What follows belongs to an exercise in optimizing a design on an open flow for small area, a short achievable clock period and few clock cycles; a production flow would make more cautious choices.
Only simulation tests tie the RTL to the original design; equivalence was not proved.

==> flow/design.v <==
module interpolation (
    input           clk,
    input           RST,
    input           START,
    input   [5:0]   H0,
    input   [5:0]   V0,
    input   [3:0]   SW,
    input   [3:0]   SH,
    output          REN,
    input   [7:0]   R_DATA,
    output  [11:0]  ADDR,
    output  [7:0]   O_DATA,
    output          O_VALID
);
assign REN = 1'b0;
reg [3:0] sw, sh;            
reg [3:0] ryf;               
reg [3:0] rc;                
reg       rsub;              
reg [11:0] addr;             
reg        r_top, r_last;    
reg [7:0] T, B;
reg [3:0] c_yr;
reg       cfull;
reg [7:0] N;
reg       nv;
reg        loaded;
reg [4:0]  oj;                
reg [3:0]  xp;                
reg [7:0]  vl, vu;
reg [7:0]  odata;
reg        ovalid;
assign ADDR = addr;
assign O_DATA = odata;
assign O_VALID = ovalid;
function [7:0] lerp3;
    input [7:0] c, a, b;
    input [3:0] r;
    reg [11:0] x0, x1, x2, x3, x4, s1, c1, s2, c2, s;
    begin
        x0 = {4'd0, c};
        x1 = {4'd0, r[0] ? b : a};
        x2 = {3'd0, r[1] ? b : a, 1'b0};
        x3 = {2'd0, r[2] ? b : a, 2'b0};
        x4 = {1'd0, r[3] ? b : a, 3'b0};
        s1 = x0 ^ x1 ^ x2;
        c1 = ((x0 & x1) | (x0 & x2) | (x1 & x2)) << 1;
        s2 = s1 ^ c1 ^ x3;
        c2 = ((s1 & c1) | (s1 & x3) | (c1 & x3)) << 1;
        s = s2 + c2 + x4;
        lerp3 = s[11:4];
    end
endfunction
wire [7:0] vcol = lerp3(T, T, B, c_yr);
wire       row_end = (oj == 5'b11000);
wire [4:0] xsum = {1'b0, xp} + {1'b0, sw};
wire       pop_next = row_end | xsum[4];
wire       avail = nv | cfull;
wire       produce = loaded;
wire       want = ~loaded | pop_next;
wire       take = want & avail;
wire [7:0] src = nv ? N : vcol;
wire       issue = (rsub | ~(nv & cfull | nv & r_last | cfull & r_last) | take);
wire       col_done = rsub | (ryf == 4'd0);
wire       row_done = issue & col_done & (rc == sw);
wire [4:0] ysum = {1'b0, ryf} + {1'b0, sh};
wire       rsub_n = issue ? ~col_done : rsub;
wire       col_up = issue & col_done;
wire [5:0] acol_n = addr[5:0] + {row_done ? {2'b11, ~sw} : 6'd0} + {5'd0, col_up};
wire [3:0] rc_n = (issue & col_done) ? (row_done ? 4'd0 : rc + 4'd1) : rc;
wire [3:0] ryf_n = row_done ? ysum[3:0] : ryf;
wire       row_up = issue & ~rsub & (~col_done | (row_done & ysum[4]));
wire       row_dn = issue & rsub & ~(row_done & ysum[4]);
wire [5:0] arow_n = addr[11:6] + {{5{row_dn}}, row_dn | row_up};
always @(posedge clk) begin
    addr[5:0] <= START ? H0 : acol_n;
    addr[11:6] <= START ? V0 : arow_n;
    odata <= lerp3(vu, vl, vu, xp);    
    if (r_top)
        T <= R_DATA;
    if (r_last)
        B <= R_DATA;
    if (issue & rsub)
        c_yr <= ryf;
    if (take) begin
        vl <= vu;
        vu <= src;
    end
    if (nv ? take : ~take)
        N <= vcol;
    if (START) begin
        sw <= SW - 4'd1;
        sh <= SH - 4'd1;
    end
end
always @(posedge clk) begin
    if (START) begin
        ryf <= 4'd0;
        rc <= 4'd0;
        rsub <= 1'b0;
        r_top <= 1'b0;
        r_last <= 1'b0;
        cfull <= 1'b0;
        nv <= 1'b0;
        loaded <= 1'b0;
        oj <= 5'd1;
        xp <= 4'd15;
        ovalid <= 1'b0;
    end else begin
        ryf <= ryf_n;
        rc <= rc_n;
        rsub <= rsub_n;
        r_top <= issue & ~rsub;
        r_last <= issue & col_done;
        if (take)
            nv <= nv & cfull;
        else if (cfull)
            nv <= 1'b1;
        cfull <= r_last | (cfull & nv & ~take);
        ovalid <= produce & ~RST;
        if (produce) begin
            if (row_end) begin
                oj <= 5'd1;
                xp <= 4'd15;
            end else begin
                oj <= {oj[3:0], oj[4] ^ oj[2]};
                xp <= xsum[3:0];
            end
            loaded <= ~pop_next | take;
        end else if (take) begin
            loaded <= 1'b1;
        end
    end
end
endmodule
==> flow/flow/run.sh <==
#!/bin/bash
# Standard ORFS flow with buf_2 port buffers and a clock tree of clkbuf_4
# leaf cells under a clkbuf_16 root, without dummy loads. The make output
# goes to flow_make.log here; ORFS logs each tool
# under orfs/logs/.
set -euo pipefail
export BUFFER_PORTS_ARGS="-buffer_cell sky130_fd_sc_hd__buf_2"
export CTS_ARGS="-sink_clustering_enable -repair_clock_nets -root_buf sky130_fd_sc_hd__clkbuf_16 -buf_list sky130_fd_sc_hd__clkbuf_4 -dont_use_dummy_load"
bash standard.sh > flow_make.log 2>&1
==> flow/standard.sh <==
#!/bin/bash
# synth_recipe.tcl (not shown) runs the flow's synth.tcl, then flattens the netlist and writes it again
# the make line also repeats each setting of config.mk as NAME=value (left out here)
make -C /OpenROAD-flow-scripts/flow DESIGN_CONFIG=/design/flow/config.mk WORK_HOME=/design/flow/orfs CLKGATE_MAP_FILE= SYNTH_SCRIPT=/design/flow/synth_recipe.tcl "${@:-finish}"
==> flow/config.mk <==
export PLATFORM = sky130hd
export DESIGN_NAME = interpolation
export DESIGN_NICKNAME = interpolation
export VERILOG_FILES = /design/flow/design.v
export SDC_FILE = /design/flow/constraint.sdc
export NUM_CORES = 4
export LEC_CHECK = 0
export CAP_MARGIN = 20
export CORE_MARGIN = 2
export CORE_UTILIZATION = 40
export GPL_TIMING_DRIVEN = 0
export SLEW_MARGIN = 60
==> flow/constraint.sdc <==
create_clock -name core_clock -period 32.0 [get_ports {clk}]
set_input_delay 6.4000 -clock core_clock [delete_from_list [all_inputs] [get_ports {clk}]]
set_output_delay 6.4000 -clock core_clock [all_outputs]
set_load 0.01 [all_outputs]
==> results of run 1 <==
-- through the flow --
| stage | utilization [%] | cells | cell area [um^2] |
|---|---|---|---|
| after CTS | 45.3 | 833 | 7120 |
| after floorplan | - | 557 | 6350 |
| after detailed placement | 43.9 | 824 | 6890 |
| final | 45.3 | 833 | 7130 |
| after global placement | 43.7 | 824 | 6870 |
| after global routing | 45.3 | 833 | 7130 |
-- metal layers --
metal / track usage, % / wire length [um] / vias to the layer above
met4: 4.74 / 135 / 0
met1: 17.1 / 5070 / 1958
met3: 3.44 / 350 / 12
met2: 25.1 / 5570 / 48
li1: - / - / 2031
met5: 0 / 0 / -
-- layout make-up --
class / instances / share of cell area (%)
buffer: 20 / 1.47
clock buffer: 9 / 3.16
inverter: 75 / 3.95
multi-input combinational: 366 / 49.8
sequential: 96 / 34.3
tap: 216 / 3.79
timing repair buffer: 51 / 3.58
-- placed cells by master (no fill, tap or decap), types with 9 or more instances in the layout --
master	Yosys	layout
a21oi_1	18	17
nor2_1	18	17
fa_1	49	49
clkbuf_16	0	9
xnor2_1	11	11
xor2_1	18	18
nor3_1	10	10
buf_2	2	53
mux2_2	40	40
ha_1	34	34
inv_1	75	75
dfxtp_1	44	44
a21o_1	11	11
edfxtp_1	52	52
nand2_1	26	26
mux2i_1	27	27
o21ai_0	27	27
-- kinds of logic after synthesis --
logic type / share of synthesized area [%]
AO/OA/AOI/OAI: 9.66
XOR/XNOR: 4.36
adder cells (fa/ha/maj): 22.3
buffers and inverters: 5.95
flip-flops: 38.5
multiplexers: 11.4
other: 0.0591
AND/OR/NAND/NOR: 7.81
-- critical path: cells and delay by family --
kind / cells / cell delay (ps)
buf+inv: 3 / 1170
simple gates: 1 / 100
-- final timing paths --
path                                      endpoint  slack [ps]  cells past startpoint
worst max-delay path            oj[1]$_SDFFE_PP0P_       24530                      4
worst min-delay path             c_yr[0]$_DFFE_PP_         490                      0
worst min register to register   c_yr[0]$_DFFE_PP_         490                      0
worst max register to register     vu[6]$_DFFE_PP_       27440                     14
-- Yosys cell counts, types with 3 or more instances --
cell	instances
dfxtp_1	44
o21a_1	5
nand3_1	4
mux2_2	40
nor2_1	18
o22ai_1	5
a21o_1	11
o31ai_1	3
clkbuf_1	13
o21bai_1	3
nor2b_1	7
edfxtp_1	52
buf_4	3
xor2_1	18
nand2b_1	7
ha_1	34
o21ai_0	27
a21oi_1	18
xnor2_1	11
nand2_1	26
nor3_1	10
mux2i_1	27
fa_1	49
inv_1	75
nand3b_1	3
-- state kept, by name (all words and copies together) (netlist names), 5 cells and up --
| signal | flops |
|---|---|
| vl | 8 |
| T | 8 |
| addr | 12 |
| N | 8 |
| vu | 8 |
| odata | 8 |
| B | 8 |
| oj | 5 |
==> flow_summary.json, run 1 <==
{
  "die_x_um": 130,
  "layout.area.seq_um2": 2440,
  "r2r_start": "c_yr[1]$_DFFE_PP_",
  "cts_root_buf": "clkbuf_16",
  "cts.sinks": 96,
  "cap_violations": 0,
  "start_kind": "input pin",
  "fin_crit_sh_pct": 23.3,
  "nets": 733,
  "num_vias": 4049,
  "hp-start": "ryf[0]$_SDFFE_PP0N_",
  "multi_input_area_um2": 3550,
  "worstMarginPinSlew_ps": 542,
  "post-place-ws_ps": 24150,
  "dp_hpwl_um": 8770,
  "num_rows": 46,
  "n_antenna_cell": 0,
  "globalplace.congestion": 0.785,
  "grtUsageTotal_pct": 14.2,
  "htree_levels": 3,
  "cp_max_fo": 13,
  "rsz0062_at_grt": "no",
  "antenna_found_initial": 0,
  "dr.pass1.iters": 4,
  "core-area_um2": 15700,
  "synth.distinct_cells": 59,
  "syn-num-nets": 671,
  "worstPathRequired_ps": 32210,
  "crit_path_max_incr_delay_ps": 470,
  "ys_top_cells_by_area": "edfxtp_1, fa_1, dfxtp_1",
  "critPathCaptureType": "flip-flop",
  "hp-class": "reg2reg",
  "slew_headroom_pct": 63.5,
  "wl_per_cell_um": 13.3,
  "drc": 0,
  "cts_setup_buffers": 0,
  "fillerInstances": 1484,
  "slowest_stage": "clkbuf_1",
  "drive_above_1_share_pct": 21.1,
  "yosysSeqAreaShare_pct": 38.5,
  "wirelength_um": 11100,
  "crit_type": "in2reg",
  "ios": 53,
  "fin_crit_ps": 7470,
  "yosys_warnings": 1,
  "ys.flop_type": "edfxtp_1",
  "portBuffers": 51,
  "worst_slack_ps": 24530,
  "hold_violations": 0,
  "via_per_inst": 4.86,
  "fmax_ghz": 0.134,
  "slew_violations": 0,
  "outcome": "finished clean",
  "holdWs_ps": 494,
  "synth_async_sr_flop_share_pct": 0,
  "crit_arrival_ps": 7680,
  "grt_max_degree": 17,
  "cts.clk_slew.worst_paths_ps": 70,
  "cts_hold_buf": 0,
  "worst_clock_skew_ps": 11.8,
  "fin_setup_tns_ps": 0,
  "yosysTopAreaCell": "edfxtp_1",
  "clockBufferDepth": 2,
  "synth_cells": 557,
  "detail-route-antenna-nets": 0,
  "synth.top_cell.area_share_pct": 24.6,
  "syn_area_um2": 6350,
  "syn2layout_area_growth_pct": 12.3,
  "synth_seq_cells": 96,
  "grt_pass1_wl_um": 19000,
  "synth_enable_flop_cells": 52,
  "cts_tree": "yes",
  "setup_viol": 0,
  "drt-initial-drc-count": 140,
  "floorplan.initialDensity_pct": 40.4,
  "ctsResizeCount": 0,
  "synth.avg_cell_area_um2": 11.4,
  "crit_chain": "buf_2 -> clkbuf_1 -> buf_1 -> nor2_1",
  "die-area_um2": 16900,
  "numCtsBuffers": 9,
  "crit_start": "START",
  "grt_overflow_total": 0,
  "die_h_um": 130,
  "clk-insertion-delay-late_ps": 350,
  "grt_pass1_vias": 4217
}
Testbench counts, summed over its fixed seeds: cycles 84,952.
==> run 2: changes to the inputs <==
--- a/flow/config.mk
+++ b/flow/config.mk
@@ -10,3 +10,2 @@
 export CORE_UTILIZATION = 40
-export GPL_TIMING_DRIVEN = 0
 export SLEW_MARGIN = 60
==> run 2 against run 1 <==
Utilization is 0.56 points lower; cell area down 1.2%; sequential cell count is the same; critical path type is now reg2out.
==> flow_summary.json, run 2 <==
{
  "drc": 0,
  "cts.sinks": 96,
  "start_kind": "flip-flop",
  "rsz0062_at_grt": "no",
  "cts_tree": "yes",
  "ctsResizeCount": 0,
  "worstPathRequired_ps": 25600,
  "grt_max_degree": 59,
  "cts_hold_buf": 0,
  "place_inst": 805,
  "synth_seq_cells": 96,
  "numCtsBuffers": 9,
  "r2r_cells": 13,
  "die-area_um2": 16900,
  "core-area_um2": 15700,
  "crit_chain": "buf_2",
  "synth_most_common_cell": "inv_1",
  "fin_setup_tns_ps": 0,
  "fmax_ghz": 0.138,
  "yosysTopAreaCell": "edfxtp_1",
  "cts_root_buf": "clkbuf_16",
  "hold_depth": 1,
  "yosysSeqAreaShare_pct": 38.5,
  "syn-num-nets": 671,
  "fin_cells": 814,
  "slew_violations": 0,
  "drt-initial-drc-count": 118,
  "cts.clk_slew.worst_paths_ps": 60,
  "wirelength_um": 10700,
  "grtUsageTotal_pct": 13.8,
  "syn2layout_area_growth_pct": 10.9,
  "worstMarginPinSlew_ps": 530,
  "wl_per_cell_um": 13.2,
  "layout_common_cells": "inv_1, edfxtp_1, buf_2, fa_1",
  "synth.avg_cell_area_um2": 11.4,
  "cap_violations": 0,
  "worst_clock_skew_ps": 16.0,
  "clockBufferDepth": 2,
  "setup_viol": 0,
  "portBuffers": 51,
  "synth_cells": 557,
  "fin_crit_ps": 7270,
  "top_register": "addr",
  "wl_met3_um": 309,
  "drive_above_1_share_pct": 20.4,
  "synth.top_cell.area_share_pct": 24.6,
  "grt_overflow_total": 0,
  "dr_wl_met2_um": 5340,
  "syn_area_um2": 6350,
  "htree_levels": 3,
  "largest_register_ffs": 12,
  "dr.pass1.iters": 4,
  "via_per_inst": 4.91,
  "top_layer": "met4",
  "dp_hpwl_um": 8190,
  "ys_top_cells_by_count": "inv_1, edfxtp_1, fa_1",
  "crit_path_max_incr_delay_ps": 370,
  "ys_top_cells_by_area": "edfxtp_1, fa_1, dfxtp_1",
  "antenna_found_initial": 0,
  "grt_pass1_vias": 4000,
  "fin_crit_sh_pct": 22.7,
  "slew_headroom_pct": 64.6,
  "grt_pass1_wl_um": 18400,
  "cp_max_fo": 4,
  "crit_buf_inv": 1,
  "crit_arrival_ps": 870,
  "globalplace.congestion": 0.787,
  "die_h_um": 130,
  "yosys_warnings": 1,
  "floorplan.initialDensity_pct": 40.4,
  "ios": 53,
  "wl_met1_um": 4930,
  "hold_violations": 0,
  "die_x_um": 130,
  "ys.flop_type": "edfxtp_1",
  "clk-insertion-delay-late_ps": 340,
  "path_depth": 1,
  "synth.distinct_cells": 59,
  "cts_setup_buffers": 0,
  "final_common_cell": "inv_1",
  "crit_type": "reg2out",
  "detail-route-antenna-nets": 0,
  "num_rows": 46,
  "n_antenna_cell": 0,
  "synth_async_sr_flop_share_pct": 0,
  "nets": 714,
  "slowest_stage": "dfxtp_1",
  "outcome": "finished clean",
  "cp_top_family": "flip-flops",
  "critPathCaptureType": "output pin",
  "synth_enable_flop_cells": 52,
  "hp-class": "reg2reg",
  "num_vias": 3997
}
==> run 2: cell counts after synthesis <==
No cell type changed its count.
==> run 2: layout make-up <==
class / instances / area (um^2)
timing repair buffer: 52 / 269
multi-input combinational: 366 / 3540
fill: 1487 / 8670
sequential: 96 / 2450
inverter: 75 / 282
tap: 216 / 270
clock buffer: 9 / 225
==> run 2: cell families (layout without fill, tap and decap cells) <==
family | count (synthesis) | after routing | synth area share, %
AO/OA/AOI/OAI | 91 | 91 | 9.66
XOR/XNOR | 30 | 30 | 4.36
multiplexers | 67 | 67 | 11.4
AND/OR/NAND/NOR | 93 | 93 | 7.81
other | 1 | 1 | 0.0591
flip-flops | 96 | 96 | 38.5
adder cells (fa/ha/maj) | 84 | 84 | 22.3
buffers and inverters | 95 | 136 | 5.95
==> run 2: path summary, 6_finish.rpt <==
kind	startpoint	end	slack (ps)
worst min-delay path	rc[3]$_SDFFE_PP0P_	rc[3]$_SDFFE_PP0P_	500
worst min register to register	rc[3]$_SDFFE_PP0P_	rc[3]$_SDFFE_PP0P_	500
worst max register to register	c_yr[0]$_DFFE_PP_	vu[6]$_DFFE_PP_	27350
worst max-delay path	addr[5]$_DFF_P_	ADDR[5]	24730
==> run 2: worst register-to-register path: stages, from the launching register on <==
cell      delay (ps)
edfxtp_1         650
mux2_2           410
fa_1             500
fa_1             550
inv_1             50
fa_1             490
inv_1             40
ha_1             330
a21o_1           190
a41o_1           240
a221o_1          310
a21o_1           190
xor2_1           150
mux2_2           280
==> run 2: stage by stage <==
step,util [%],setup slack (ps),hold WS [ps],instance area (um^2)
after floorplan,-,24860,456,6350
after global placement,43.2,24320,475,6780
after detailed placement,43.3,24600,486,6800
after CTS,44.7,24720,498,7020
after global routing,44.8,24690,521,7040
final,44.8,24730,498,7040
==> run 2: routing by layer <==
metal | global-route usage (%) | vias up
met4 | 4.87 | 0
met5 | 0 | -
met1 | 17.2 | 1939
met2 | 23.7 | 64
met3 | 3.03 | 13
li1 | - | 1981
==> run 3: changes to the inputs <==
--- a/flow/flow/run.sh
+++ b/flow/flow/run.sh
@@ -7,3 +7,3 @@
 export BUFFER_PORTS_ARGS="-buffer_cell sky130_fd_sc_hd__buf_2"
-export CTS_ARGS="-sink_clustering_enable -repair_clock_nets -root_buf sky130_fd_sc_hd__clkbuf_16 -buf_list sky130_fd_sc_hd__clkbuf_4 -dont_use_dummy_load"
+export CTS_ARGS="-sink_clustering_enable -repair_clock_nets -root_buf sky130_fd_sc_hd__clkbuf_16 -buf_list sky130_fd_sc_hd__clkbuf_8 -dont_use_dummy_load"
 bash standard.sh > flow_make.log 2>&1
==> run 3 against run 2 <==
Still clean; register-to-register slack is essentially flat; utilization is the same; critical path depth is the same; non-clock buffer count is the same; via count is the same; sequential share of layout area is the same.
==> flow_summary.json, run 3 <==
{
  "post_dp_cell_area_um2": 6800,
  "portBuffers": 51,
  "yosysTopAreaCell": "edfxtp_1",
  "r2r_cells": 13,
  "yosysSeqAreaShare_pct": 38.5,
  "synth_async_sr_flop_share_pct": 0,
  "fin_setup_tns_ps": 0,
  "multi_input_area_um2": 3540,
  "ctsResizeCount": 0,
  "synth.avg_cell_area_um2": 11.4,
  "synth.top_cell.area_share_pct": 24.6,
  "grtUsageTotal_pct": 13.8,
  "core-area_um2": 15700,
  "antenna_found_initial": 0,
  "setup_viol": 0,
  "cts_hold_buf": 0,
  "grt_max_degree": 59,
  "wirelength_um": 10700,
  "fin_crit_ps": 7270,
  "fmax_ghz": 0.138,
  "fin_util_pct": 44.8,
  "floorplan.initialDensity_pct": 40.4,
  "yosys_warnings": 1,
  "grt_overflow_total": 0,
  "drc": 0,
  "hold_violations": 0,
  "stdcell_area_um2": 7040,
  "crit_arrival_ps": 870,
  "crit_chain": "buf_2",
  "hold_depth": 1,
  "cap_violations": 0,
  "start_kind": "flip-flop",
  "ff2ff_setup_slack_ps": 27350,
  "slowest_stage": "dfxtp_1",
  "worstPathRequired_ps": 25600,
  "globalplace.congestion": 0.787,
  "numCtsBuffers": 9,
  "die_h_um": 130,
  "fin_cells": 814,
  "worstMarginPinSlew_ps": 530,
  "hp-start": "rc[3]$_SDFFE_PP0P_",
  "outcome": "finished clean",
  "hold_path_end": "rc[3]$_SDFFE_PP0P_",
  "synth_most_common_cell": "inv_1",
  "cp_top_family": "flip-flops",
  "final_common_cell": "inv_1",
  "dp_hpwl_um": 8190,
  "crit_path_max_incr_delay_ps": 370,
  "cts_tree": "yes",
  "slew_headroom_pct": 64.6,
  "htree_levels": 3,
  "wl_per_cell_um": 13.2,
  "rsz0062_at_grt": "no",
  "num_rows": 46,
  "num_vias": 3997,
  "detail-route-antenna-nets": 0,
  "cts.clk_slew.worst_paths_ps": 60,
  "cp_max_fo": 4,
  "r2r_start": "c_yr[0]$_DFFE_PP_",
  "ys.flop_type": "edfxtp_1",
  "syn-num-nets": 671,
  "fin_crit_sh_pct": 22.7,
  "layout_common_cells": "inv_1, edfxtp_1, buf_2, fa_1",
  "syn_area_um2": 6350,
  "cts_setup_buffers": 0,
  "place_inst": 805,
  "die-area_um2": 16900,
  "fillerInstances": 1487,
  "via_per_inst": 4.91,
  "drt-initial-drc-count": 118,
  "worst_clock_skew_ps": 16.0,
  "cts.sinks": 96,
  "crit_buf_inv": 1,
  "dr.pass1.iters": 4,
  "layout.area.seq_um2": 2450,
  "grt_pass1_vias": 4000,
  "grt_pass1_wl_um": 18400,
  "ys_top_cells_by_count": "inv_1, edfxtp_1, fa_1",
  "largest_register_ffs": 12,
  "clockBufferDepth": 2,
  "synth_cells": 557,
  "die_x_um": 130,
  "slew_violations": 0,
  "hp-class": "reg2reg",
  "ys_top_cells_by_area": "edfxtp_1, fa_1, dfxtp_1",
  "drive_above_1_share_pct": 20.4,
  "synth_seq_cells": 96,
  "synth_enable_flop_cells": 52,
  "top_register": "addr",
  "critPathCaptureType": "output pin",
  "ios": 53,
  "synth.distinct_cells": 59,
  "n_antenna_cell": 0,
  "clk-insertion-delay-late_ps": 340,
  "crit_type": "reg2out",
  "syn2layout_area_growth_pct": 10.9,
  "nets": 714,
  "r2r-end": "vu[6]$_DFFE_PP_",
  "cts_root_buf": "clkbuf_16"
}
-- run 3: cell counts after synthesis --
Identical to the previous run, type by type.
-- run 3: cell families after synthesis --
group / synth area share, %
AO/OA/AOI/OAI: 9.66
XOR/XNOR: 4.36
adder cells (fa/ha/maj): 22.3
buffers and inverters: 5.95
flip-flops: 38.5
multiplexers: 11.4
other: 0.0591
AND/OR/NAND/NOR: 7.81
-- run 3: worst register-to-register path, delay by kind of cell, from the launching register on --
kind	cells	cell delay [ps]
AOI/OAI and AO/OA	4	930
xor gates and xnor gates	1	150
muxes	2	690
adders and majority gates	4	1870
DFF	1	650
buffers and inverters	2	90
-- run 3: layout make-up --
| type | instances | share of cell area (%) |
|---|---|---|
| clock buffers | 9 | 3.20 |
| repair buffers | 52 | 3.82 |
| well taps | 216 | 3.84 |
| inverters | 75 | 4.00 |
| multi-input cells | 366 | 50.4 |
| flip-flops and latches | 96 | 34.8 |
-- run 3: metrics by stage --
step           setup slack (ps)  hold WS (ps)
3_5_place_dp              24600           486
3_3_place_gp              24320           475
5_1_grt                   24690           521
4_1_cts                   24720           498
6_report                  24730           498
2_1_floorplan             24860           456
-- run 3: layer usage --
metal	global-route usage, %	share of wire, %	up-vias
met3	3.03	2.9	13
met5	0	0	-
met4	4.87	1.3	0
li1	-	-	1981
met2	23.7	50	64
met1	17.2	46	1939
-- run 3: how the worst max path moves through the flow --
stage                     from                to  cells after the start
2_1_floorplan            START  cfull$_SDFF_PP0_                      3
3_3_place_gp             START   addr[6]$_DFF_P_                      2
3_5_place_dp             START   addr[6]$_DFF_P_                      2
4_1_cts        addr[7]$_DFF_P_           ADDR[7]                      1
5_1_grt        addr[5]$_DFF_P_           ADDR[5]                      1
6_report       addr[5]$_DFF_P_           ADDR[5]                      1
==> run 4: changes to the inputs <==
--- a/flow/flow/run.sh
+++ b/flow/flow/run.sh
@@ -7,3 +7,3 @@
 export BUFFER_PORTS_ARGS="-buffer_cell sky130_fd_sc_hd__buf_2"
-export CTS_ARGS="-sink_clustering_enable -repair_clock_nets -root_buf sky130_fd_sc_hd__clkbuf_16 -buf_list sky130_fd_sc_hd__clkbuf_8 -dont_use_dummy_load"
+export CTS_ARGS="-sink_clustering_enable -root_buf sky130_fd_sc_hd__clkbuf_16 -buf_list sky130_fd_sc_hd__clkbuf_4 -dont_use_dummy_load"
 bash standard.sh > flow_make.log 2>&1
==> run 4 against run 3 <==
Clock-buffer cell count unchanged; area after synthesis unchanged; cell count did not move; sequential share of layout area unchanged; sequential cell count unchanged; still clean on timing, DRC and antenna; cell area stayed put; global-route usage is the same; first-iteration DRC count stayed put; via count unchanged.
==> flow_summary.json, run 4 <==
{
  "outcome": "finished clean",
  "drive_above_1_share_pct": 20.4,
  "globalplace.congestion": 0.787,
  "die-area_um2": 16900,
  "slew_headroom_pct": 64.6,
  "layout.area.seq_um2": 2450,
  "fin_setup_tns_ps": 0,
  "num_vias": 3997,
  "via_per_inst": 4.91,
  "antenna_found_initial": 0,
  "numCtsBuffers": 9,
  "top_register": "addr",
  "cts_setup_buffers": 0,
  "synth_most_common_cell": "inv_1",
  "synth.top_cell.area_share_pct": 24.6,
  "die_x_um": 130,
  "layout_common_cells": "inv_1, edfxtp_1, buf_2, fa_1",
  "nets": 714,
  "r2r_cells": 13,
  "core-area_um2": 15700,
  "hp-class": "reg2reg",
  "htree_levels": 3,
  "num_rows": 46,
  "hp-start": "rc[3]$_SDFFE_PP0P_",
  "ff2ff_setup_slack_ps": 27350,
  "fin_crit_sh_pct": 22.7,
  "holdWs_ps": 498,
  "setup_viol": 0,
  "slew_violations": 0,
  "ys_top_cells_by_area": "edfxtp_1, fa_1, dfxtp_1",
  "clockBufferDepth": 2,
  "slowest_stage": "dfxtp_1",
  "multi_input_area_um2": 3540,
  "synth_enable_flop_cells": 52,
  "grt_pass1_wl_um": 18400,
  "grt_pass1_vias": 4000,
  "cts_hold_buf": 0,
  "r2r-end": "vu[6]$_DFFE_PP_",
  "ys_top_cells_by_count": "inv_1, edfxtp_1, fa_1",
  "cp_max_fo": 4,
  "worstPathRequired_ps": 25600,
  "fin_crit_ps": 7270,
  "worstSetupEndpoint": "ADDR[5]",
  "start_kind": "flip-flop",
  "post-place-ws_ps": 24600,
  "cts_root_buf": "clkbuf_16",
  "worst_slack_ps": 24730,
  "cts.sinks": 96,
  "cts.clk_slew.worst_paths_ps": 60,
  "dr.pass1.iters": 4,
  "r2r_start": "c_yr[0]$_DFFE_PP_",
  "ys.flop_type": "edfxtp_1",
  "syn_area_um2": 6350,
  "crit_type": "reg2out",
  "worstMarginPinSlew_ps": 530,
  "worst_clock_skew_ps": 16.0,
  "yosys_warnings": 1,
  "die_h_um": 130,
  "path_depth": 1,
  "portBuffers": 51,
  "rsz0062_at_grt": "no",
  "grt_max_degree": 59,
  "floorplan.initialDensity_pct": 40.4,
  "syn2layout_area_growth_pct": 10.9,
  "drc": 0,
  "crit_buf_inv": 1,
  "n_antenna_cell": 0,
  "cap_violations": 0,
  "yosysTopAreaCell": "edfxtp_1",
  "cts_tree": "yes",
  "synth_async_sr_flop_share_pct": 0,
  "wl_per_cell_um": 13.2,
  "crit_chain": "buf_2",
  "synth.avg_cell_area_um2": 11.4,
  "final_common_cell": "inv_1",
  "detail-route-antenna-nets": 0,
  "yosysSeqAreaShare_pct": 38.5,
  "cp_top_family": "flip-flops",
  "wirelength_um": 10700,
  "clk-insertion-delay-late_ps": 340,
  "fmax_ghz": 0.138,
  "largest_register_ffs": 12,
  "crit_start": "addr[5]$_DFF_P_",
  "synth.distinct_cells": 59,
  "syn-num-nets": 671,
  "synth_cells": 557,
  "grtUsageTotal_pct": 13.8,
  "hold_violations": 0,
  "synth_seq_cells": 96,
  "drt-initial-drc-count": 118,
  "dp_hpwl_um": 8190,
  "critPathCaptureType": "output pin",
  "crit_arrival_ps": 870,
  "ctsResizeCount": 0,
  "fillerInstances": 1487,
  "ios": 53,
  "grt_overflow_total": 0,
  "crit_path_max_incr_delay_ps": 370
}
-- run 4: layer usage --
layer,GRT usage (%),wire (um),up-vias
met5,0,0,-
met2,23.7,5340,64
met3,3.03,309,13
li1,-,-,1981
met1,17.2,4930,1939
met4,4.87,142,0
-- run 4: worst min path at each step --
stage,end,depth (start not counted),slack [ps]
floorplan,c_yr[3]$_DFFE_PP_,0,460
global placement,oj[0]$_SDFFE_PP1P_,1,480
detailed placement,rc[3]$_SDFFE_PP0P_,1,490
CTS,rc[3]$_SDFFE_PP0P_,1,500
global route,rc[3]$_SDFFE_PP0P_,1,520
finish,rc[3]$_SDFFE_PP0P_,1,500
-- run 4: cell type report --
type / instances / share of cell area, %
Tap cell: 216 / 3.84
Clock buffer: 9 / 3.20
Inverter: 75 / 4.00
Timing Repair Buffer: 52 / 3.82
Sequential cell: 96 / 34.8
Multi-Input combinational cell: 366 / 50.4
-- run 4: cells by family (layout without fill, tap and decap cells) --
kind of cell    count (synthesis)  in the layout  synth area share (%)
flops                          96             96                  38.5
buf+inv                        95            136                  5.95
simple gates                   93             93                  7.81
compound gates                 91             91                  9.66
fa+ha+maj                      84             84                  22.3
mux                            67             67                  11.4
xor+xnor                       30             30                  4.36
other cells                     1              1                0.0591
-- run 4: through the flow --
step	utilization (%)	cells	instance area, um^2
floorplan	-	557	6350
CTS	44.7	814	7020
finish	44.8	814	7040
global placement	43.2	805	6780
global route	44.8	814	7040
detailed placement	43.3	805	6800
==> run 5: changes to the inputs <==
--- a/flow/flow/run.sh
+++ b/flow/flow/run.sh
@@ -7,3 +7,3 @@
 export BUFFER_PORTS_ARGS="-buffer_cell sky130_fd_sc_hd__buf_2"
-export CTS_ARGS="-sink_clustering_enable -root_buf sky130_fd_sc_hd__clkbuf_16 -buf_list sky130_fd_sc_hd__clkbuf_4 -dont_use_dummy_load"
+export CTS_ARGS="-sink_clustering_enable -repair_clock_nets -root_buf sky130_fd_sc_hd__clkbuf_8 -buf_list sky130_fd_sc_hd__clkbuf_2 -dont_use_dummy_load"
 bash standard.sh > flow_make.log 2>&1
==> run 5 against run 4 <==
Via count fell by 0.15%; sequential share of layout area up 0.51 points; sequential cell count unchanged; die area unchanged; clock-buffer cell count unchanged; register-to-register slack barely moved; non-clock buffer count unchanged; cell area shrank 1.4%; synthesized cell count unchanged; maximum frequency shrank 0.50%; critical path type unchanged; largest cell class unchanged.
==> flow_summary.json, run 5 <==
{
  "slowest_stage": "dfxtp_1",
  "cts_setup_buffers": 0,
  "cts_tree": "yes",
  "fin_util_pct": 44.1,
  "r2r-end": "vu[6]$_DFFE_PP_",
  "crit_arrival_ps": 900,
  "n_antenna_cell": 0,
  "top_register": "addr",
  "worstPathRequired_ps": 25600,
  "slew_violations": 0,
  "die-area_um2": 16900,
  "cp_max_fo": 4,
  "hold_depth": 1,
  "outcome": "finished clean",
  "syn_area_um2": 6350,
  "clk-insertion-delay-late_ps": 380,
  "worst_slack_ps": 24700,
  "largest_register_ffs": 12,
  "numCtsBuffers": 9,
  "core-area_um2": 15700,
  "grt_pass1_vias": 4023,
  "ys_top_cells_by_area": "edfxtp_1, fa_1, dfxtp_1",
  "slew_headroom_pct": 64.4,
  "ios": 53,
  "htree_levels": 3,
  "grtUsageTotal_pct": 13.7,
  "dp_hpwl_um": 8190,
  "ff2ff_setup_slack_ps": 27340,
  "worstMarginPinSlew_ps": 533,
  "fmax_ghz": 0.137,
  "grt_overflow_total": 0,
  "yosysTopAreaCell": "edfxtp_1",
  "nets": 714,
  "antenna_found_initial": 0,
  "cp_top_family": "flip-flops",
  "num_rows": 46,
  "critPathCaptureType": "output pin",
  "num_vias": 3991,
  "crit_chain": "buf_2",
  "crit_buf_inv": 1,
  "syn-num-nets": 671,
  "grt_pass1_wl_um": 18300,
  "cts_hold_buf": 0,
  "syn2layout_area_growth_pct": 9.28,
  "layout_common_cells": "inv_1, edfxtp_1, buf_2, fa_1",
  "place_inst": 805,
  "hold_path_end": "rc[3]$_SDFFE_PP0P_",
  "worst_clock_skew_ps": 22.2,
  "ys_top_cells_by_count": "inv_1, edfxtp_1, fa_1",
  "yosysSeqAreaShare_pct": 38.5,
  "hold_violations": 0,
  "synth_cells": 557,
  "fin_crit_ps": 7300,
  "synth.top_cell.area_share_pct": 24.6,
  "floorplan.initialDensity_pct": 40.4,
  "grt_max_degree": 59,
  "ctsResizeCount": 0,
  "cts_root_buf": "clkbuf_8",
  "via_per_inst": 4.90,
  "multi_input_area_um2": 3540,
  "synth_enable_flop_cells": 52,
  "cts.clk_slew.worst_paths_ps": 90,
  "synth_async_sr_flop_share_pct": 0,
  "fin_crit_sh_pct": 22.8,
  "post-place-ws_ps": 24600,
  "synth_most_common_cell": "inv_1",
  "start_kind": "flip-flop",
  "setup_viol": 0,
  "crit_type": "reg2out",
  "fin_cells": 814,
  "layout.area.seq_um2": 2450,
  "drc": 0,
  "synth_seq_cells": 96,
  "cap_violations": 0,
  "wirelength_um": 10700,
  "drt-initial-drc-count": 150,
  "final_common_cell": "inv_1",
  "die_x_um": 130,
  "portBuffers": 51,
  "synth.avg_cell_area_um2": 11.4,
  "hp-start": "rc[3]$_SDFFE_PP0P_",
  "drive_above_1_share_pct": 20.4,
  "die_h_um": 130,
  "r2r_start": "c_yr[0]$_DFFE_PP_",
  "fin_setup_tns_ps": 0,
  "clockBufferDepth": 2,
  "fillerInstances": 1494,
  "r2r_cells": 13,
  "yosys_warnings": 1,
  "detail-route-antenna-nets": 0,
  "synth.distinct_cells": 59,
  "globalplace.congestion": 0.787,
  "dr.pass1.iters": 4,
  "hp-class": "reg2reg",
  "rsz0062_at_grt": "no",
  "cts.sinks": 96,
  "wl_per_cell_um": 13.1,
  "ys.flop_type": "edfxtp_1",
  "crit_path_max_incr_delay_ps": 380
}
[run 5: metal layers]
metal  GRT usage (%)  wire, um
met2            23.1      5250
met3            2.46       304
met1            17.1      4950
met4            6.07       191
met5               0         0
[run 5: worst max path at each step]
stage / startpoint / depth (start not counted) / slack [ps] / to
after detailed placement: START / 2 / 24600 / addr[6]$_DFF_P_
after global placement: START / 2 / 24320 / addr[6]$_DFF_P_
final: addr[5]$_DFF_P_ / 1 / 24700 / ADDR[5]
after global routing: addr[5]$_DFF_P_ / 1 / 24650 / ADDR[5]
after floorplan: START / 3 / 24860 / cfull$_SDFF_PP0_
after CTS: addr[7]$_DFF_P_ / 1 / 24680 / ADDR[7]
[run 5: per-stage QoR]
stage               instance area, um^2  hold WS (ps)
global route                       6940           516
CTS                                6920           502
floorplan                          6350           456
global placement                   6780           475
detailed placement                 6800           486
finish                             6940           500
[run 5: layout make-up]
cell class	instances	area share, %
Timing Repair Buffer	52	3.88
Clock buffer	9	1.79
Multi-Input combinational cell	366	51.1
Sequential cell	96	35.3
Tap cell	216	3.90
Inverter	75	4.06
[run 5: cells by family after synthesis]
logic type,share of synthesized area [%]
xor+xnor,4.36
mux,11.4
fa+ha+maj,22.3
buf+inv,5.95
other cells,0.0591
simple gates,7.81
flops,38.5
compound gates,9.66
==> run 6: changes to the inputs <==
--- a/flow/flow/run.sh
+++ b/flow/flow/run.sh
@@ -7,3 +7,3 @@
 export BUFFER_PORTS_ARGS="-buffer_cell sky130_fd_sc_hd__buf_2"
-export CTS_ARGS="-sink_clustering_enable -repair_clock_nets -root_buf sky130_fd_sc_hd__clkbuf_8 -buf_list sky130_fd_sc_hd__clkbuf_2 -dont_use_dummy_load"
+export CTS_ARGS="-sink_clustering_enable -repair_clock_nets -root_buf sky130_fd_sc_hd__clkbuf_8 -buf_list sky130_fd_sc_hd__clkbuf_4 -dont_use_dummy_load"
 bash standard.sh > flow_make.log 2>&1
==> run 6 against run 5 <==
Utilization did not move; sequential share of layout area did not move; synthesized cell count did not move; global-route usage did not move; clock-buffer cell count did not move; via count did not move; clock skew did not move; critical endpoint unchanged; die area did not move.
==> flow_summary.json, run 6 <==
{
  "wirelength_um": 10700,
  "htree_levels": 3,
  "nets": 714,
  "start_kind": "flip-flop",
  "drt-initial-drc-count": 150,
  "layout_common_cells": "inv_1, edfxtp_1, buf_2, fa_1",
  "via_per_inst": 4.90,
  "worstPathRequired_ps": 25600,
  "synthXorXnorAreaFrac_pct": 4.36,
  "drc": 0,
  "die_h_um": 130,
  "r2r_start": "c_yr[0]$_DFFE_PP_",
  "core-area_um2": 15700,
  "grt_pass1_wl_um": 18300,
  "cp_top_family": "flip-flops",
  "yosysTopAreaCell": "edfxtp_1",
  "cts_hold_buf": 0,
  "top_layer": "met4",
  "synth_async_sr_flop_share_pct": 0,
  "cts.clk_slew.worst_paths_ps": 90,
  "n_antenna_cell": 0,
  "synth-simple-area-share_pct": 7.81,
  "post_dp_cell_area_um2": 6800,
  "fin_crit_sh_pct": 22.8,
  "hold_path_end": "rc[3]$_SDFFE_PP0P_",
  "grt_overflow_total": 0,
  "r2r-end": "vu[6]$_DFFE_PP_",
  "hp-start": "rc[3]$_SDFFE_PP0P_",
  "synth.top_cell.area_share_pct": 24.6,
  "slew_headroom_pct": 64.4,
  "ctsResizeCount": 0,
  "place_inst": 805,
  "crit_arrival_ps": 900,
  "cts_tree": "yes",
  "fin_setup_tns_ps": 0,
  "synth_enable_flop_cells": 52,
  "portBuffers": 51,
  "worstMarginPinSlew_ps": 533,
  "synth_most_common_cell": "inv_1",
  "critPathCaptureType": "output pin",
  "num_rows": 46,
  "synth_compound_area_share_pct": 9.66,
  "fin_util_pct": 44.1,
  "slew_violations": 0,
  "ff2ff_setup_slack_ps": 27340,
  "syn2layout_area_growth_pct": 9.28,
  "fmax_ghz": 0.137,
  "dr.pass1.iters": 4,
  "wl_per_cell_um": 13.1,
  "crit_buf_inv": 1,
  "setup_viol": 0,
  "worst_clock_skew_ps": 22.2,
  "synth_seq_cells": 96,
  "yosysSeqAreaShare_pct": 38.5,
  "hold_depth": 1,
  "outcome": "finished clean",
  "crit_type": "reg2out",
  "die-area_um2": 16900,
  "synth_top_family_by_area": "adder cells",
  "clk-insertion-delay-late_ps": 380,
  "cp_max_fo": 4,
  "globalplace.congestion": 0.787,
  "r2r_cells": 13,
  "cap_violations": 0,
  "ys_top_cells_by_area": "edfxtp_1, fa_1, dfxtp_1",
  "ys.flop_type": "edfxtp_1",
  "synthAdderAreaFrac_pct": 22.3,
  "die_x_um": 130,
  "crit_start": "addr[5]$_DFF_P_",
  "grt_max_degree": 59,
  "crit_path_max_incr_delay_ps": 380,
  "fin_cells": 814,
  "hp-class": "reg2reg",
  "top_register": "addr",
  "floorplan.initialDensity_pct": 40.4,
  "cts_root_buf": "clkbuf_8",
  "hold_violations": 0,
  "largest_register_ffs": 12,
  "detail-route-antenna-nets": 0,
  "rsz0062_at_grt": "no",
  "stdcell_area_um2": 6940,
  "clockBufferDepth": 2,
  "synth_mux_area_share_pct": 11.4,
  "syn-num-nets": 671,
  "ys_top_cells_by_count": "inv_1, edfxtp_1, fa_1",
  "synth.avg_cell_area_um2": 11.4,
  "num_vias": 3991,
  "synth.distinct_cells": 59,
  "syn_area_um2": 6350,
  "grt_pass1_vias": 4023,
  "wl_met3_um": 304,
  "ios": 53,
  "wl_met1_um": 4950,
  "grtUsageTotal_pct": 13.7,
  "numCtsBuffers": 9,
  "final_common_cell": "inv_1",
  "slowest_stage": "dfxtp_1",
  "antenna_found_initial": 0,
  "drive_above_1_share_pct": 20.4,
  "cts_setup_buffers": 0,
  "dp_hpwl_um": 8190,
  "synth_cells": 557,
  "dr_wl_met2_um": 5250,
  "yosys_warnings": 1,
  "cts.sinks": 96,
  "crit_chain": "buf_2",
  "fin_crit_ps": 7300
}
## run 6: cell counts after synthesis
Identical to the previous run, type by type.
## run 6: how the worst max path moves through the flow
stage | endpoint | slack (ps) | cells past startpoint
2_1_floorplan | cfull$_SDFF_PP0_ | 24860 | 3
3_3_place_gp | addr[6]$_DFF_P_ | 24320 | 2
3_5_place_dp | addr[6]$_DFF_P_ | 24600 | 2
4_1_cts | ADDR[7] | 24680 | 1
5_1_grt | ADDR[5] | 24650 | 1
6_report | ADDR[5] | 24700 | 1
## run 6: logic make-up after synthesis
kind of cell               Yosys count
other                                1
adders and majority gates           84
muxes                               67
AOI/OAI and AO/OA                   91
DFF                                 96
and+or+nand+nor                     93
xor gates and xnor gates            30
buffers and inverters               95
## run 6: stage by stage
stage	worst slack [ps]	hold WS, ps
2_1_floorplan	24860	456
3_3_place_gp	24320	475
3_5_place_dp	24600	486
4_1_cts	24680	502
5_1_grt	24650	516
6_report	24700	500
## run 6: layout make-up
class	instances	area (um^2)
timing repair buffer	52	269
tap	216	270
clock buffer	9	124
fill	1494	8780
multi-input combinational	366	3540
inverter	75	282
sequential	96	2450
## run 6: metal layers
layer | GRT usage [%] | vias up
met5 | 0 | -
met4 | 6.07 | 0
met3 | 2.46 | 13
met2 | 23.1 | 59
met1 | 17.1 | 1939
li1 | - | 1980
==> run 7: changes to the inputs <==
--- a/flow/flow/run.sh
+++ b/flow/flow/run.sh
@@ -1,4 +1,4 @@
 #!/bin/bash
-# Standard ORFS flow with buf_2 port buffers and a clock tree of clkbuf_4
-# leaf cells under a clkbuf_16 root, without dummy loads. The make output
+# Standard ORFS flow with buf_2 port buffers and a clock tree of clkbuf_8
+# cells (root and leaves), without dummy loads. The make output
 # goes to flow_make.log here; ORFS logs each tool
==> run 7 against run 6 <==
Area after synthesis unchanged; sequential cell count unchanged; first-iteration DRC count unchanged; non-clock buffer count stayed put; sequential share of layout area stayed put; register-to-register slack about the same; setup slack did not move.
==> flow_summary.json, run 7 <==
{
  "syn-num-nets": 671,
  "start_kind": "flip-flop",
  "multi_input_area_um2": 3540,
  "hold_path_end": "rc[3]$_SDFFE_PP0P_",
  "slowest_stage": "dfxtp_1",
  "drive_above_1_share_pct": 20.4,
  "hold_depth": 1,
  "ios": 53,
  "crit_path_max_incr_delay_ps": 380,
  "via_per_inst": 4.90,
  "num_vias": 3991,
  "setup_viol": 0,
  "outcome": "finished clean",
  "slew_headroom_pct": 64.4,
  "synth_async_sr_flop_share_pct": 0,
  "yosysTopAreaCell": "edfxtp_1",
  "top_register": "addr",
  "core-area_um2": 15700,
  "cts_tree": "yes",
  "die_h_um": 130,
  "crit_chain": "buf_2",
  "hp-class": "reg2reg",
  "yosys_warnings": 1,
  "hold_violations": 0,
  "layout.area.seq_um2": 2450,
  "htree_levels": 3,
  "crit_type": "reg2out",
  "fmax_ghz": 0.137,
  "holdWs_ps": 500,
  "syn2layout_area_growth_pct": 9.28,
  "clk-insertion-delay-late_ps": 380,
  "fin_setup_tns_ps": 0,
  "num_rows": 46,
  "floorplan.initialDensity_pct": 40.4,
  "ys_top_cells_by_count": "inv_1, edfxtp_1, fa_1",
  "fin_crit_ps": 7300,
  "wl_per_cell_um": 13.1,
  "ctsResizeCount": 0,
  "clockBufferDepth": 2,
  "drc": 0,
  "cts_root_buf": "clkbuf_8",
  "slew_violations": 0,
  "fin_crit_sh_pct": 22.8,
  "fillerInstances": 1494,
  "cts.clk_slew.worst_paths_ps": 90,
  "die-area_um2": 16900,
  "numCtsBuffers": 9,
  "ys.flop_type": "edfxtp_1",
  "synth.top_cell.area_share_pct": 24.6,
  "portBuffers": 51,
  "cp_top_family": "flip-flops",
  "synth.avg_cell_area_um2": 11.4,
  "largest_register_ffs": 12,
  "yosysSeqAreaShare_pct": 38.5,
  "cp_max_fo": 4,
  "fin_util_pct": 44.1,
  "grt_pass1_vias": 4023,
  "wirelength_um": 10700,
  "synth_enable_flop_cells": 52,
  "die_x_um": 130,
  "synth_most_common_cell": "inv_1",
  "globalplace.congestion": 0.787,
  "worst_clock_skew_ps": 22.2,
  "synth_cells": 557,
  "critPathCaptureType": "output pin",
  "r2r_start": "c_yr[0]$_DFFE_PP_",
  "final_common_cell": "inv_1",
  "synth.distinct_cells": 59,
  "cap_violations": 0,
  "crit_arrival_ps": 900,
  "crit_buf_inv": 1,
  "layout_common_cells": "inv_1, edfxtp_1, buf_2, fa_1",
  "rsz0062_at_grt": "no",
  "worstMarginPinSlew_ps": 533,
  "nets": 714,
  "drt-initial-drc-count": 150,
  "worstPathRequired_ps": 25600,
  "grtUsageTotal_pct": 13.7,
  "cts_hold_buf": 0,
  "ys_top_cells_by_area": "edfxtp_1, fa_1, dfxtp_1",
  "grt_max_degree": 59,
  "r2r_cells": 13,
  "syn_area_um2": 6350,
  "cts_setup_buffers": 0,
  "grt_overflow_total": 0,
  "antenna_found_initial": 0,
  "hp-start": "rc[3]$_SDFFE_PP0P_",
  "r2r-end": "vu[6]$_DFFE_PP_",
  "grt_pass1_wl_um": 18300,
  "ff2ff_setup_slack_ps": 27340,
  "dp_hpwl_um": 8190,
  "n_antenna_cell": 0,
  "synth_seq_cells": 96,
  "cts.sinks": 96,
  "dr.pass1.iters": 4,
  "detail-route-antenna-nets": 0
}
run 7: worst max-delay path by stage:
stage | startpoint | end | slack (ps) | depth (start not counted)
floorplan | START | cfull$_SDFF_PP0_ | 24860 | 3
global placement | START | addr[6]$_DFF_P_ | 24320 | 2
detailed placement | START | addr[6]$_DFF_P_ | 24600 | 2
CTS | addr[7]$_DFF_P_ | ADDR[7] | 24680 | 1
global route | addr[5]$_DFF_P_ | ADDR[5] | 24650 | 1
finish | addr[5]$_DFF_P_ | ADDR[5] | 24700 | 1
run 7: kinds of logic after synthesis:
kind of cell / synth area share (%)
XOR/XNOR: 4.36
AND/OR/NAND/NOR: 7.81
buffers and inverters: 5.95
adder cells (fa/ha/maj): 22.3
AO/OA/AOI/OAI: 9.66
flip-flops: 38.5
multiplexers: 11.4
other: 0.0591
run 7: layout make-up:
class | instances | share of cell area (%)
inverter | 75 | 4.06
multi-input combinational | 366 | 51.1
tap | 216 | 3.90
sequential | 96 | 35.3
timing repair buffer | 52 | 3.88
clock buffer | 9 | 1.79
run 7: through the flow:
stage               instances  setup WS (ps)  cell area, um^2
detailed placement        805          24600             6800
global route              814          24650             6940
finish                    814          24700             6940
CTS                       814          24680             6920
global placement          805          24320             6780
floorplan                 557          24860             6350
run 7: per-layer routing:
| layer | GRT usage, % | routed length [um] | up-vias | part of all wire (%) |
|---|---|---|---|---|
| li1 | - | - | 1980 | - |
| met5 | 0 | 0 | - | 0 |
| met2 | 23.1 | 5250 | 59 | 49 |
| met1 | 17.1 | 4950 | 1939 | 46 |
| met3 | 2.46 | 304 | 13 | 2.8 |
| met4 | 6.07 | 191 | 0 | 1.8 |
==> run 8: changes to the inputs <==
--- a/flow/design.v
+++ b/flow/design.v
@@ -49,3 +49,5 @@
         c2 = ((s1 & c1) | (s1 & x3) | (c1 & x3)) << 1;
-        s = s2 + c2 + x4;
+        s1 = s2 ^ c2 ^ x4;
+        c1 = ((s2 & c2) | (s2 & x4) | (c2 & x4)) << 1;
+        s = s1 + c1;
         lerp3 = s[11:4];
==> run 8 against run 7 <==
Synthesized cell count decreased by 4.8%; cell area is 1.7% lower.
==> flow_summary.json, run 8 <==
{
  "synth_most_common_cell": "inv_1",
  "crit_buf_inv": 1,
  "synth_seq_cells": 96,
  "synth_async_sr_flop_share_pct": 0,
  "nets": 688,
  "synth.distinct_cells": 55,
  "dr.pass1.iters": 4,
  "crit_path_max_incr_delay_ps": 380,
  "ctsResizeCount": 0,
  "die_x_um": 129,
  "cts_setup_buffers": 0,
  "layout_common_cells": "inv_1, edfxtp_1, buf_2, fa_1",
  "grt_max_degree": 56,
  "r2r-end": "vu[7]$_DFFE_PP_",
  "grt_pass1_wl_um": 18100,
  "fillerInstances": 1439,
  "num_rows": 45,
  "ff2ff_setup_slack_ps": 27630,
  "grt_pass1_vias": 4171,
  "numCtsBuffers": 9,
  "yosysSeqAreaShare_pct": 39.0,
  "yosysTopAreaCell": "edfxtp_1",
  "detail-route-antenna-nets": 0,
  "cts_hold_buf": 0,
  "largest_register_ffs": 12,
  "synth.top_cell.area_share_pct": 25.0,
  "ys.flop_type": "edfxtp_1",
  "cp_top_family": "flip-flops",
  "die_h_um": 129,
  "num_vias": 3855,
  "wirelength_um": 10200,
  "yosys_warnings": 1,
  "slew_violations": 0,
  "crit_arrival_ps": 890,
  "cts_tree": "yes",
  "worstPathRequired_ps": 25600,
  "core-area_um2": 15300,
  "dp_hpwl_um": 7930,
  "ys_top_cells_by_area": "edfxtp_1, fa_1, dfxtp_1",
  "antenna_found_initial": 0,
  "ys_top_cells_by_count": "inv_1, edfxtp_1, fa_1",
  "start_kind": "flip-flop",
  "cts.sinks": 96,
  "clockBufferDepth": 2,
  "rsz0062_at_grt": "no",
  "worstMarginPinSlew_ps": 540,
  "worst_clock_skew_ps": 19.0,
  "setup_viol": 0,
  "n_antenna_cell": 0,
  "cts_root_buf": "clkbuf_8",
  "synth.avg_cell_area_um2": 11.8,
  "wl_per_cell_um": 13.1,
  "r2r_cells": 14,
  "crit_type": "reg2out",
  "critPathCaptureType": "output pin",
  "hold_path_end": "c_yr[3]$_DFFE_PP_",
  "hp-start": "ryf[3]$_SDFFE_PP0N_",
  "slowest_stage": "dfxtp_1",
  "via_per_inst": 4.92,
  "syn-num-nets": 644,
  "hold_depth": 0,
  "fin_crit_ps": 7290,
  "outcome": "finished clean",
  "globalplace.congestion": 0.758,
  "hold_violations": 0,
  "floorplan.initialDensity_pct": 41.0,
  "multi_input_area_um2": 3510,
  "top_register": "addr",
  "fin_setup_tns_ps": 0,
  "cp_max_fo": 3,
  "drc": 0,
  "die-area_um2": 16700,
  "drt-initial-drc-count": 121,
  "slew_headroom_pct": 63.9,
  "htree_levels": 3,
  "r2r_start": "c_yr[0]$_DFFE_PP_",
  "final_common_cell": "inv_1",
  "fmax_ghz": 0.137,
  "portBuffers": 51,
  "crit_chain": "buf_2",
  "synth_enable_flop_cells": 52,
  "cap_violations": 0,
  "hp-class": "reg2reg",
  "cts.clk_slew.worst_paths_ps": 90,
  "clk-insertion-delay-late_ps": 370,
  "layout.area.seq_um2": 2450,
  "syn2layout_area_growth_pct": 9.02,
  "fin_crit_sh_pct": 22.8,
  "syn_area_um2": 6260,
  "grtUsageTotal_pct": 13.5,
  "ios": 53,
  "holdWs_ps": 531,
  "grt_overflow_total": 0,
  "drive_above_1_share_pct": 21.3,
  "synth_cells": 530
}
## run 8: changes by cell type in the layout (fill, tap and decap cells not counted), moves of 3 or more
cell,change
nor3_1,+4
xnor2_1,+5
nand3b_1,-3
nand3_1,-3
xnor2_2,+4
or3_1,+3
inv_1,-22
nand2_1,+3
## run 8: layout make-up
class	count	area share, %
Tap cell	211	3.87
Multi-Input combinational cell	360	51.5
Inverter	55	3.06
Timing Repair Buffer	52	3.89
Clock buffer	9	1.82
Sequential cell	96	35.9
## run 8: cells by family after synthesis
group,synth area share (%)
fa+ha+maj,22.5
other cells,0.0599
mux,11.5
compound gates,9.18
flops,39.0
buf+inv,4.98
simple gates,7.22
xor+xnor,5.52
## run 8: worst max path at each step
| stage | from | endpoint | slack (ps) | depth (start not counted) |
|---|---|---|---|---|
| after floorplan | START | addr[0]$_DFF_P_ | 24860 | 3 |
| after global placement | START | addr[6]$_DFF_P_ | 24370 | 2 |
| after detailed placement | START | addr[6]$_DFF_P_ | 24640 | 2 |
| after CTS | addr[7]$_DFF_P_ | ADDR[7] | 24660 | 1 |
| after global routing | addr[7]$_DFF_P_ | ADDR[7] | 24650 | 1 |
| final | addr[7]$_DFF_P_ | ADDR[7] | 24710 | 1 |
## run 8: metrics by stage
| step | std cells | worst slack [ps] | utilization [%] | area [um^2] |
|---|---|---|---|---|
| 2_1_floorplan | 530 | 24860 | - | 6260 |
| 3_3_place_gp | 774 | 24370 | 43.8 | 6680 |
| 3_5_place_dp | 774 | 24640 | 43.9 | 6690 |
| 4_1_cts | 783 | 24660 | 44.7 | 6820 |
| 5_1_grt | 783 | 24650 | 44.7 | 6820 |
| 6_report | 783 | 24710 | 44.7 | 6820 |
## run 8: routing by layer
| layer | wire length, um | up-vias | part of all wire [%] | global-route usage, % |
|---|---|---|---|---|
| li1 | - | 1909 | - | - |
| met1 | 4680 | 1879 | 46 | 16.0 |
| met2 | 5060 | 52 | 49 | 24.3 |
| met3 | 299 | 15 | 2.9 | 2.35 |
| met4 | 212 | 0 | 2.1 | 5.69 |
| met5 | 0 | - | 0 | 0 |
Testbench counts of run 8, summed over its fixed seeds: cycles 84,952.
==> run 9: changes to the inputs <==
--- a/flow/flow/run.sh
+++ b/flow/flow/run.sh
@@ -7,3 +7,3 @@
 export BUFFER_PORTS_ARGS="-buffer_cell sky130_fd_sc_hd__buf_2"
-export CTS_ARGS="-sink_clustering_enable -repair_clock_nets -root_buf sky130_fd_sc_hd__clkbuf_8 -buf_list sky130_fd_sc_hd__clkbuf_4 -dont_use_dummy_load"
+export CTS_ARGS="-sink_clustering_enable -repair_clock_nets -root_buf sky130_fd_sc_hd__clkbuf_8 -buf_list sky130_fd_sc_hd__clkbuf_4 -dont_use_dummy_load -sink_clustering_size 30 -sink_clustering_max_diameter 150"
 bash standard.sh > flow_make.log 2>&1
==> run 9 against run 8 <==
Sequential cell count stayed put; setup slack unchanged; critical path depth did not move; global-route usage unchanged; clock-buffer cell count is the same; sequential share of layout area is the same; cell area did not move; area after synthesis unchanged; cell count stayed put; first-iteration DRC count unchanged; utilization stayed put; critical path type unchanged; critical endpoint unchanged; highest routed layer unchanged.
==> flow_summary.json, run 9 <==
{
  "r2r-end": "vu[7]$_DFFE_PP_",
  "start_kind": "flip-flop",
  "crit_arrival_ps": 890,
  "die_h_um": 129,
  "cap_violations": 0,
  "worst_clock_skew_ps": 19.0,
  "clockBufferDepth": 2,
  "setup_viol": 0,
  "fin_setup_tns_ps": 0,
  "synth_cells": 530,
  "clk-insertion-delay-late_ps": 370,
  "ff2ff_setup_slack_ps": 27630,
  "synth.distinct_cells": 55,
  "numCtsBuffers": 9,
  "cts_hold_buf": 0,
  "wirelength_um": 10200,
  "top_register": "addr",
  "grt_pass1_vias": 4171,
  "num_vias": 3855,
  "critPathCaptureType": "output pin",
  "via_per_inst": 4.92,
  "r2r_cells": 14,
  "yosysTopAreaCell": "edfxtp_1",
  "cts_root_buf": "clkbuf_8",
  "crit_type": "reg2out",
  "ys_top_cells_by_count": "inv_1, edfxtp_1, fa_1",
  "largest_register_ffs": 12,
  "slew_violations": 0,
  "hold_violations": 0,
  "cp_top_family": "flip-flops",
  "outcome": "finished clean",
  "synth.top_cell.area_share_pct": 25.0,
  "cts_tree": "yes",
  "syn-num-nets": 644,
  "yosys_warnings": 1,
  "detail-route-antenna-nets": 0,
  "rsz0062_at_grt": "no",
  "ctsResizeCount": 0,
  "syn2layout_area_growth_pct": 9.02,
  "antenna_found_initial": 0,
  "drive_above_1_share_pct": 21.3,
  "yosysSeqAreaShare_pct": 39.0,
  "cp_max_fo": 3,
  "ios": 53,
  "synth.avg_cell_area_um2": 11.8,
  "layout_common_cells": "inv_1, edfxtp_1, buf_2, fa_1",
  "synth_seq_cells": 96,
  "crit_buf_inv": 1,
  "worstMarginPinSlew_ps": 540,
  "wl_per_cell_um": 13.1,
  "fin_crit_sh_pct": 22.8,
  "ys_top_cells_by_area": "edfxtp_1, fa_1, dfxtp_1",
  "drt-initial-drc-count": 121,
  "portBuffers": 51,
  "worstSetupEndpoint": "ADDR[7]",
  "hp-class": "reg2reg",
  "die-area_um2": 16700,
  "syn_area_um2": 6260,
  "r2r_start": "c_yr[0]$_DFFE_PP_",
  "grtUsageTotal_pct": 13.5,
  "cts.clk_slew.worst_paths_ps": 90,
  "synth_async_sr_flop_share_pct": 0,
  "crit_chain": "buf_2",
  "cts_setup_buffers": 0,
  "slowest_stage": "dfxtp_1",
  "core-area_um2": 15300,
  "worstPathRequired_ps": 25600,
  "crit_path_max_incr_delay_ps": 380,
  "floorplan.initialDensity_pct": 41.0,
  "path_depth": 1,
  "final_common_cell": "inv_1",
  "fillerInstances": 1439,
  "crit_start": "addr[7]$_DFF_P_",
  "fin_crit_ps": 7290,
  "drc": 0,
  "nets": 688,
  "synth_most_common_cell": "inv_1",
  "slew_headroom_pct": 63.9,
  "grt_pass1_wl_um": 18100,
  "grt_overflow_total": 0,
  "ys.flop_type": "edfxtp_1",
  "globalplace.congestion": 0.758,
  "fmax_ghz": 0.137,
  "die_x_um": 129,
  "dr.pass1.iters": 4,
  "htree_levels": 3,
  "num_rows": 45,
  "n_antenna_cell": 0,
  "grt_max_degree": 56,
  "synth_enable_flop_cells": 52,
  "dp_hpwl_um": 7930,
  "cts.sinks": 96
}
==> run 9: metrics by stage <==
step / worst slack [ps] / hold slack [ps] / cells / instance area (um^2) / util, %
6_report: 24710 / 531 / 783 / 6820 / 44.7
5_1_grt: 24650 / 553 / 783 / 6820 / 44.7
4_1_cts: 24660 / 532 / 783 / 6820 / 44.7
3_5_place_dp: 24640 / 514 / 774 / 6690 / 43.9
3_3_place_gp: 24370 / 489 / 774 / 6680 / 43.8
2_1_floorplan: 24860 / 456 / 530 / 6260 / -
==> run 9: final cells by class <==
cell class              count  area [um^2]  area share [%]
multi-input cells         360         3510            51.5
inverters                  55          209            3.06
well taps                 211          264            3.87
flip-flops and latches     96         2450            35.9
clock buffers               9          124            1.82
repair buffers             52          265            3.89
==> run 9: worst min path at each step <==
stage,start,to,slack [ps],cells past startpoint
global placement,ryf[2]$_SDFFE_PP0N_,c_yr[2]$_DFFE_PP_,490,0
global route,ryf[3]$_SDFFE_PP0N_,c_yr[3]$_DFFE_PP_,550,0
detailed placement,ryf[2]$_SDFFE_PP0N_,c_yr[2]$_DFFE_PP_,510,0
floorplan,ryf[0]$_SDFFE_PP0N_,c_yr[0]$_DFFE_PP_,460,0
CTS,ryf[3]$_SDFFE_PP0N_,c_yr[3]$_DFFE_PP_,530,0
finish,ryf[3]$_SDFFE_PP0N_,c_yr[3]$_DFFE_PP_,530,0
==> run 9: layer usage <==
layer	vias to the layer above	share of wire [%]	track usage, %
li1	1909	-	-
met1	1879	46	16.0
met2	52	49	24.3
met3	15	2.9	2.35
met4	0	2.1	5.69
met5	-	0	0
==> run 9: logic make-up (layout without fill, tap and decap cells) <==
kind of cell	count (synthesis)	in the layout	share of synthesized area (%)
other	1	1	0.0599
buffers and inverters	74	116	4.98
DFF	96	96	39.0
and+or+nand+nor	89	89	7.22
muxes	67	67	11.5
AOI/OAI and AO/OA	84	84	9.18
adders and majority gates	83	83	22.5
xor gates and xnor gates	36	36	5.52

afterwards: timing with drivers on the ports:
Ports are ideal in the flow. The routed layouts listed here were re-timed in OpenROAD. Step 1, drivers: a clkbuf_16 drives clk and a buf_2 each remaining input, both assumed. Step 2 times the ports against the registers' clock, not the clock port: input delays grow and output delays shrink by t, the midpoint of the rising clock arrivals with the driver on. a / b / c = ideal ports / drivers / drivers and shift; a / b = the first two.
run	t (ns)	setup slack, ns	worst slew at a driven data input, ns
run 1	0.383	24.528 / 24.550 / 24.168	0.03
run 2	0.378	24.733 / 24.692 / 24.741	0.04
run 3	0.378	24.733 / 24.692 / 24.741	0.04
run 4	0.378	24.733 / 24.692 / 24.741	0.04
run 5	0.400	24.696 / 24.661 / 24.742	0.04
run 6	0.400	24.696 / 24.661 / 24.742	0.04
run 7	0.400	24.696 / 24.661 / 24.742	0.04
run 8	0.390	24.705 / 24.673 / 24.663	0.03
run 9	0.390	24.705 / 24.673 / 24.663	0.03
After both steps setup and hold are still met in every run listed. For run 1, which loses most, drivers alone change the setup slack by +0.022 ns; drivers and shift together by -0.360 ns.
